Source: an optimization exercise on an open RTL-to-GDS flow (aim: small area). Production flows keep margins and buffers that such runs may drop.
Function was checked by simulation only, so behaviour that the tests miss may differ from the original.

==> design.v <==
`timescale 1ns / 1ps
module sev_seg_dis(
    input rst,
    input btnU,
    input btnC,
    input btnD,
    input clk,
    input btnL,
    input btnR,
    output reg [6:0] seg,
    output reg [3:0] an,
    output reg [15:0] led
    );
    reg [4:0] seg_0, seg_1, seg_2, seg_3;
    reg [6:0] cprev;
    reg [8:0] q;
    reg       f;
    reg       jr;
    reg       fe;
    reg [9:0] move_left;
    reg [3:0] rand_no;
    reg [3:0] rmd1;
    reg [3:0] v0, v1, v2, v3;
    reg [1:0] ds;
    reg [1:0] sn;
    reg [3:0] prev;
    wire [6:0] c = cprev + 7'd1;
    wire [1:0] s = c[6:5];
    wire [8:0] clkdiv2 = (f | ds[1]) ? 9'd0 : q + 9'd1;
    wire eU = btnU & ~prev[0];
    wire eD = btnD & ~prev[1];
    wire eL = btnL & ~prev[2];
    wire eR = btnR & ~prev[3];
    wire [4:0] s0b = btnC ? 5'd31 : seg_0;
    wire [4:0] s1b = btnC ? 5'd31 : seg_1;
    wire [4:0] s2b = btnC ? 5'd31 : seg_2;
    wire [4:0] s3b = btnC ? 5'd1  : seg_3;
    reg  [4:0] s3n;
    always @(*) begin
        s3n = s3b;
        if (eU) begin
            case (s3b)
                5'd1: s3n = 5'd0;
                5'd2: s3n = 5'd1;
                5'd4: s3n = 5'd3;
                5'd3: s3n = 5'd0;
                default: ;
            endcase
        end else if (eD) begin
            case (s3b)
                5'd0: s3n = 5'd1;
                5'd1: s3n = 5'd2;
                5'd3: s3n = 5'd4;
                5'd4: s3n = 5'd2;
                default: ;
            endcase
        end else if (eL) begin
            case (s3b)
                5'd0: s3n = 5'd3;
                5'd1: s3n = 5'd4;
                5'd2: s3n = 5'd4;
                default: ;
            endcase
        end else if (eR) begin
            case (s3b)
                5'd4: s3n = 5'd1;
                5'd3: s3n = 5'd1;
                default: ;
            endcase
        end
    end
    wire [3:0] rmd_n  = c[4] ? (4'd10 + 4'd7 * (c[3:0] + 4'd1)) : 4'd10;
    wire [3:0] rmd1_n = rmd1 + (move_left[8] ? 4'd3 : 4'd0);
    wire [3:0] rmd3_n = fe ? (c[6] ? (c[0] ? 4'd8 : 4'd12) : 4'd6) : 4'd0;
    wire [2:0] nb = btnU + btnD + btnL + btnR;
    wire [3:0] rand_n = rand_no * (rmd_n + s + rmd3_n + 4'd6 + rmd1_n)
                      + s0b[3:0] * (rmd3_n + rmd_n + rmd1_n)
                      + s1b[3:0] * (rmd_n + rmd1_n)
                      + rmd_n * (4'd1 + nb)
                      + rmd3_n + 4'd6 + c[5:2] + c[3:0] + s * c[2:0]
                      + s2b[3:0] + s3n[3:0] + rmd1_n + 4'd1;
    wire ds3 = (ds == 2'd3);
    wire sc7  = ds3 ? (v3 == 4'd11) : (v3 == 4'd4 && v2 == 4'd4 && v1 == 4'd4 && v0 == 4'd8);
    wire sc17 = !ds3 && v3 == 4'd4 && v2 == 4'd4 && v1 == 4'd5 && v0 == 4'd8;
    wire sc27 = !ds3 && v3 == 4'd4 && v2 == 4'd4 && v1 == 4'd6 && v0 == 4'd8;
    wire [1:0] sn_n = btnC ? 2'd0 : sc7 ? 2'd1 : sc17 ? 2'd2 : sc27 ? 2'd3 : sn;
    reg  [9:0] snr;
    always @(*) begin
        case (sn_n)
            2'd0: snr = 10'd1023;
            2'd1: snr = 10'd768;
            2'd2: snr = 10'd512;
            default: snr = 10'd511;
        endcase
    end
    wire [9:0] ml1 = (btnC ? 10'd0 : move_left) + 10'd1;
    wire ev = (ml1 == snr);
    wire hit = (s3n == 5'd0 && (seg_2 == 5'd0 || seg_2 == 5'd5 || seg_2 == 5'd6 || seg_2 == 5'd10 || seg_2 == 5'd15))
            || (s3n == 5'd1 && (seg_2 == 5'd1 || seg_2 == 5'd6 || seg_2 == 5'd7 || seg_2 == 5'd13 || seg_2 == 5'd14 || seg_2 == 5'd15))
            || (s3n == 5'd2 && (seg_2 == 5'd2 || seg_2 == 5'd5 || seg_2 == 5'd7 || seg_2 == 5'd11 || seg_2 == 5'd12 || seg_2 == 5'd15))
            || (s3n == 5'd3 && (seg_2 == 5'd3 || seg_2 == 5'd8 || seg_2 == 5'd9 || seg_2 == 5'd11 || seg_2 == 5'd13))
            || (s3n == 5'd4 && (seg_2 == 5'd4 || seg_2 == 5'd8 || seg_2 == 5'd10 || seg_2 == 5'd12 || seg_2 == 5'd14));
    wire lose = hit || ds == 2'd1;
    wire wrap = (v3 == 4'd12 && v2 == 4'd5 && v1 == 4'd13 && v0 == 4'd5);
    wire c0 = (v0 == 4'd13);
    wire c1 = c0 && (v1 == 4'd13);
    wire c2 = c1 && (v2 == 4'd13);
    wire [3:0] v0i = wrap ? 4'd4 : c0 ? 4'd4 : v0 + 4'd1;
    wire [3:0] v1i = wrap ? 4'd4 : c0 ? (c1 ? 4'd4 : v1 + 4'd1) : v1;
    wire [3:0] v2i = wrap ? 4'd4 : c1 ? (c2 ? 4'd4 : v2 + 4'd1) : v2;
    wire [3:0] v3i = wrap ? 4'd4 : c2 ? v3 + 4'd1 : v3;
    wire [4:0] dsel = jr ? 5'd0 :
                      cprev[6:5] == 2'd0 ? seg_0 :
                      cprev[6:5] == 2'd1 ? seg_1 :
                      cprev[6:5] == 2'd2 ? seg_2 : seg_3;
    always @(*) begin
        case (dsel)
            0:  seg = 7'b1111110;
            1:  seg = 7'b0111111;
            2:  seg = 7'b1110111;
            3:  seg = 7'b1011111;
            4:  seg = 7'b1101111;
            5:  seg = 7'b1110110;
            6:  seg = 7'b0111110;
            7:  seg = 7'b0110111;
            8:  seg = 7'b1001111;
            9:  seg = 7'b1011110;
            10: seg = 7'b1001110;
            11: seg = 7'b1000111;
            12: seg = 7'b1100111;
            13: seg = 7'b0011111;
            14: seg = 7'b0101111;
            15: seg = 7'b0110110;
            16: seg = 7'b1000111;
            17: seg = 7'b1000000;
            18: seg = 7'b0010010;
            19: seg = 7'b0000110;
            20: seg = 7'b1000000;
            21: seg = 7'b1111001;
            22: seg = 7'b0100100;
            23: seg = 7'b0110000;
            24: seg = 7'b0011001;
            25: seg = 7'b0010010;
            26: seg = 7'b0000010;
            27: seg = 7'b1111000;
            28: seg = 7'b0000000;
            29: seg = 7'b0011000;
            default: seg = 7'b1111111;
        endcase
        an = 4'b1111;
        an[s] = 1'b0;
        case (q[8:5])
            0:  led = 16'b1111111111111111;
            1:  led = 16'b0100000000000010;
            2:  led = 16'b0010000000000100;
            3:  led = 16'b0001000000001000;
            4:  led = 16'b0000100000010000;
            5:  led = 16'b0000010000100000;
            6:  led = 16'b0000001001000000;
            7:  led = 16'b0000000110000000;
            8:  led = 16'b0000001001000000;
            9:  led = 16'b0000010000100000;
            10: led = 16'b0000100000010000;
            11: led = 16'b0001000000001000;
            12: led = 16'b0010000000000100;
            13: led = 16'b0100000000000010;
            default: led = 16'b1000000000000001;
        endcase
    end
    always @(posedge clk) begin
        if (rst) begin
            seg_0 <= 5'd31;
            seg_1 <= 5'd31;
            seg_2 <= 5'd31;
            seg_3 <= 5'd1;
            cprev <= 7'd127;
            q <= 9'd511;
            fe <= 1'b1;
            move_left <= 10'd0;
            rand_no <= 4'd0;
            rmd1 <= 4'd7;
            v3 <= 4'd12; v2 <= 4'd5; v1 <= 4'd12; v0 <= 4'd13;
            ds <= 2'd0;
            sn <= 2'd0;
            prev <= 4'd0;
        end else begin
            cprev <= c;
            q <= clkdiv2;
            fe <= fe & ~(c[6] & c[0]);
            rmd1 <= rmd1_n;
            rand_no <= rand_n;
            sn <= sn_n;
            prev[0] <= btnU;
            prev[1] <= btnD & (prev[1] | ~eU);
            prev[2] <= btnL & (prev[2] | ~(eU | eD));
            prev[3] <= btnR & (prev[3] | ~(eU | eD | eL));
            seg_0 <= s0b;
            seg_1 <= s1b;
            seg_2 <= s2b;
            seg_3 <= s3n;
            move_left <= ml1;
            if (btnC) begin
                v3 <= 4'd12; v2 <= 4'd5; v1 <= 4'd12; v0 <= 4'd13;
                ds <= 2'd0;
            end
            if (ev) begin
                move_left <= 10'd0;
                if (lose) begin
                    seg_3 <= 5'd16;
                    seg_2 <= 5'd17;
                    seg_1 <= 5'd18;
                    seg_0 <= 5'd19;
                    ds <= ds + 2'd1;
                end else if (ds == 2'd2) begin
                    seg_0 <= {1'b1, v0};
                    seg_1 <= {1'b1, v1};
                    seg_2 <= {1'b1, v2};
                    seg_3 <= {1'b1, v3};
                    ds <= 2'd3;
                end else if (ds != 2'd3) begin
                    seg_2 <= seg_1;
                    seg_1 <= seg_0;
                    seg_0 <= {1'b0, rand_n};
                    v0 <= v0i; v1 <= v1i; v2 <= v2i; v3 <= v3i;
                end
            end
        end
    end
    always @(posedge clk) begin
        f <= btnC;
        jr <= rst;
    end
endmodule
==> run.sh <==
#!/bin/bash
# synth_recipe.tcl (not shown) runs the flow's synth.tcl, then flattens the netlist and writes it again
# the make line also repeats each setting of config.mk as NAME=value (left out here)
make -C /OpenROAD-flow-scripts/flow DESIGN_CONFIG=/design/flow/config.mk WORK_HOME=/design/flow/orfs CLKGATE_MAP_FILE= SYNTH_SCRIPT=/design/flow/synth_recipe.tcl finish
==> config.mk <==
export PLATFORM = sky130hd
export DESIGN_NAME = sev_seg_dis
export DESIGN_NICKNAME = sev_seg_dis
export VERILOG_FILES = /design/flow/design.v
export SDC_FILE = /design/flow/constraint.sdc
export NUM_CORES = 4
export LEC_CHECK = 0
export CAP_MARGIN = 20
export CORE_MARGIN = 2
export CORE_UTILIZATION = 40
export SLEW_MARGIN = 20
==> constraint.sdc <==
create_clock -name core_clock -period 15.0 [get_ports {clk}]
set_input_delay 3.0000 -clock core_clock [delete_from_list [all_inputs] [get_ports {clk}]]
set_output_delay 3.0000 -clock core_clock [all_outputs]
set_load 0.01 [all_outputs]
==> summary.txt <==
[critical path, delay by kind of cell]
kind,cells,cell delay (ps)
AOI/OAI and AO/OA,2,280
xor gates and xnor gates,8,1800
adders and majority gates,10,4210
buffers and inverters,5,690
muxes,1,270
and+or+nand+nor,1,110
[cells by family after synthesis]
family	share of synthesized area (%)
AND/OR/NAND/NOR	20.5
AO/OA/AOI/OAI	16.3
buffers and inverters	8.47
adder cells (fa/ha/maj)	20.2
flip-flops	21.6
XOR/XNOR	10.3
multiplexers	2.65
[cells in the final DEF (no fill, tap or decap), drive strengths merged, types with 6 or more instances in the layout]
| master | instances |
|---|---|
| or2 | 16 |
| nand4 | 9 |
| xnor2 | 53 |
| clkbuf | 10 |
| nor3 | 22 |
| fa | 42 |
| o21a | 7 |
| a31oi | 9 |
| nand2 | 72 |
| o21ai | 53 |
| nor2b | 16 |
| nand3 | 39 |
| nand2b | 22 |
| nor4 | 7 |
| inv | 108 |
| and2 | 6 |
| nor2 | 107 |
| dfxtp | 89 |
| a211oi | 9 |
| a21oi | 48 |
| a311o | 9 |
| clkdlybuf4s50 | 32 |
| a21o | 11 |
| xor2 | 29 |
| buf | 8 |
| or3 | 7 |
| and3 | 6 |
| ha | 65 |
[registers in the layout, summed over array words and instances, names as in the netlist, 5 cells and up]
name / flops
move_left: 10
q: 9
led: 8
cprev: 7
seg_0: 5
seg_1: 5
seg_2: 5
seg_3: 5
[worst min-delay path by stage]
stage	from	end	slack [ps]	cells after the start
6_report	seg_1[4]	seg_2[4]	480	2
2_1_floorplan	seg_0[4]	seg_1[4]	440	2
3_5_place_dp	seg_1[4]	seg_2[4]	470	2
3_3_place_gp	seg_1[4]	seg_2[4]	460	2
5_1_grt	seg_1[4]	seg_2[4]	490	2
4_1_cts	seg_1[4]	seg_2[4]	480	2
[per-layer routing]
metal | track usage, % | share of wire [%] | up-vias
met5 | 0 | 0 | -
met4 | 7.31 | 2.7 | 0
met3 | 3.21 | 4.3 | 37
met2 | 29.7 | 44 | 163
met1 | 27.5 | 49 | 3236
li1 | - | - | 3370
[metrics by stage]
stage | hold WS [ps] | cell area (µm²)
after floorplan | 435 | 8250
after global placement | 461 | 8680
after detailed placement | 466 | 8680
after CTS | 479 | 8960
after global routing | 490 | 8960
final | 480 | 8960
[area by class of cell]
cell class / instances / share of cell area, %
multi-input cells: 750 / 64.5
flip-flops and latches: 89 / 19.9
inverters: 107 / 4.48
repair buffers: 40 / 4.22
well taps: 270 / 3.77
clock buffers: 10 / 2.67
clock inverters: 5 / 0.461
==> results by group <==
Clock tree
  – Clock transition at path regs: roughly 70 ps
  – H-tree Lvls: 3
  – Clk sinks: between 80 and 90
  – Post-CTS setup buffer count: 0
  – Clock Latency Late Sink: 360 ps
  – Clock Tree Buf Depth: 2
  – Clk root buf: clkbuf_16
  – Post_cts resized: 0
  – CTS tree: yes
  – CTS Hold Bufs: 0
  – CTS buffer count: 9

GRT
  – Grt ovf: 0
  – Wire length of the first global-routing pass: 33,800 µm
  – Vias in the first global route: ~6,500
  – Total global-route track usage: about a fifth
  – Initial antenna violation count: 0
  – Largest net degree at the start of global routing: 56

Die
  – Core Region: between 20,000 and 25,000 µm²
  – DIE AREA: between 20,000 and 25,000 µm²
  – I/O pins: 34
  – Initial core utilization: about two fifths
  – Die span in y: ~150 µm
  – Die W: between 100 and 150 µm
  – Rows: 52

Critical path
  – Setup Crit Path Kind: in2reg
  – FF-to-FF End: seg_0[3]
  – Required time of the critical path: about 15,000 ps
  – Worst path max stage delay: around 550 ps
  – R2r startpoint: cprev[0]
  – Worst EP arrival: 10,390 ps
  – Critical Path Fanout Max: 3
  – Crit start category: primary input
  – Worst Setup SP: btnU
  – Crit path capture type: register
  – Setup crit end: seg_0[3]
  – Worst R2R Setup Slack: between 5000 and 6000 ps
  – Worst-case reg-to-reg path depth: 32
  – CP most frequent cell: fa_1
  – CP max-delay cell: fa_1

STA
  – Final min period: about 10,000 ps
  – Final Max Slew Viols: 0
  – RSZ-0062 raised after global routing: no
  – Highest clock rate: ~99 MHz
  – Clk_skew: 10.1 ps
  – Rel. slew slack: 37.9%
  – Final setup viols: 0
  – Final Hold Vio Count: 0
  – Worst Slack Setup Final: between 4000 and 5000 ps
  – Setup_tns: 0 ps
  – Worst Tran Pin Value: ~930 ps
  – Final Cycle Share: 67.3%

Finish
  – Layout Utilization: approximately 44%
  – Seq. cell area: 1780 µm²
  – Area Growth Syn to Fin: 8.52%
  – Nets@finish: 1,111
  – Antenna Cells: 0
  – Layout fillers: approximately 2,000
  – Layout Cells excl Fill: 1,271
  – Layout cells sized above 1: under 10%
  – Multi-input gate area: about 5800 µm²

Routing
  – Pre-antenna DRT Iters: 6
  – DR vias: a little under 7,000
  – Post-route DRC violation count: 0
  – DRT iter0 DRCs: ~500
  – DR vias/cell: 5.35
  – WL per Instance: 15.8 µm
  – Detailed Route WL: 20,100 µm
  – Antenna viol nets, final: 0

Synth
  – Syn_nets: around 1,100
  – Mapped cell area: around 8300 µm²
  – Count leader, synth: nor2_1
  – Post-synthesis sequential area ratio: between 20% and 30%
  – Avg Cell Area, Syn: 8.20 µm²
  – Count of cell types in the netlist: 82
  – Post-synth top cells: nor2_1, inv_1, dfxtp_1, nand2_1, ha_1
  – Area contributors post-synth: dfxtp_1, fa_1, ha_1
  – Async SR Flop Fraction: 0%
  – Number of synthesized register bits: 89
  – Synth Flop Type: dfxtp_1
  – Yosys warns: 1
  – Yosys top cell by area: dfxtp_1
  – Cells after synthesis: slightly above 1,000
  – Number of flops mapped to enable cells by yosys: 0
  – Synth top area share: roughly 22%

Min path
  – Tightest Hold Check Type: reg2reg

Place
  – Post-Place Worst Slack: between 4000 and 5000 ps
  – I/O Buffers: 33
  – Dpl hpwl: about 15,000 µm
  – Final Wtd Congestion: about 0.9
  – Post-Place Cells: approximately 1,300

Status
  – Outcome: finished clean

Flow run
  – Max Cap Viol: 0

## separate check: timing with driven ports
No port has a modelled driver above. Below, the same layout with a new extraction and two added sets of constraints. Step 1 assumes that a clkbuf_16 drives the clock port and a buf_2 every other input. Step 2 also shifts input and output timing later by t, the mid clock arrival at the registers, as if the neighbouring blocks saw the same clock. Three values: ideal, step 1, step 2; two values: the first two.
t, ns: 0.398
setup slack, ns: 4.900 / 4.923 / 4.525
latest minus earliest clock arrival (ns): 0.010 / 0.011
worst data-port slew with drivers (ns): 0.03
After both steps setup and hold are still met in this run. The setup slack of this run moves by +0.023 ns with the drivers and by -0.375 ns with both steps.
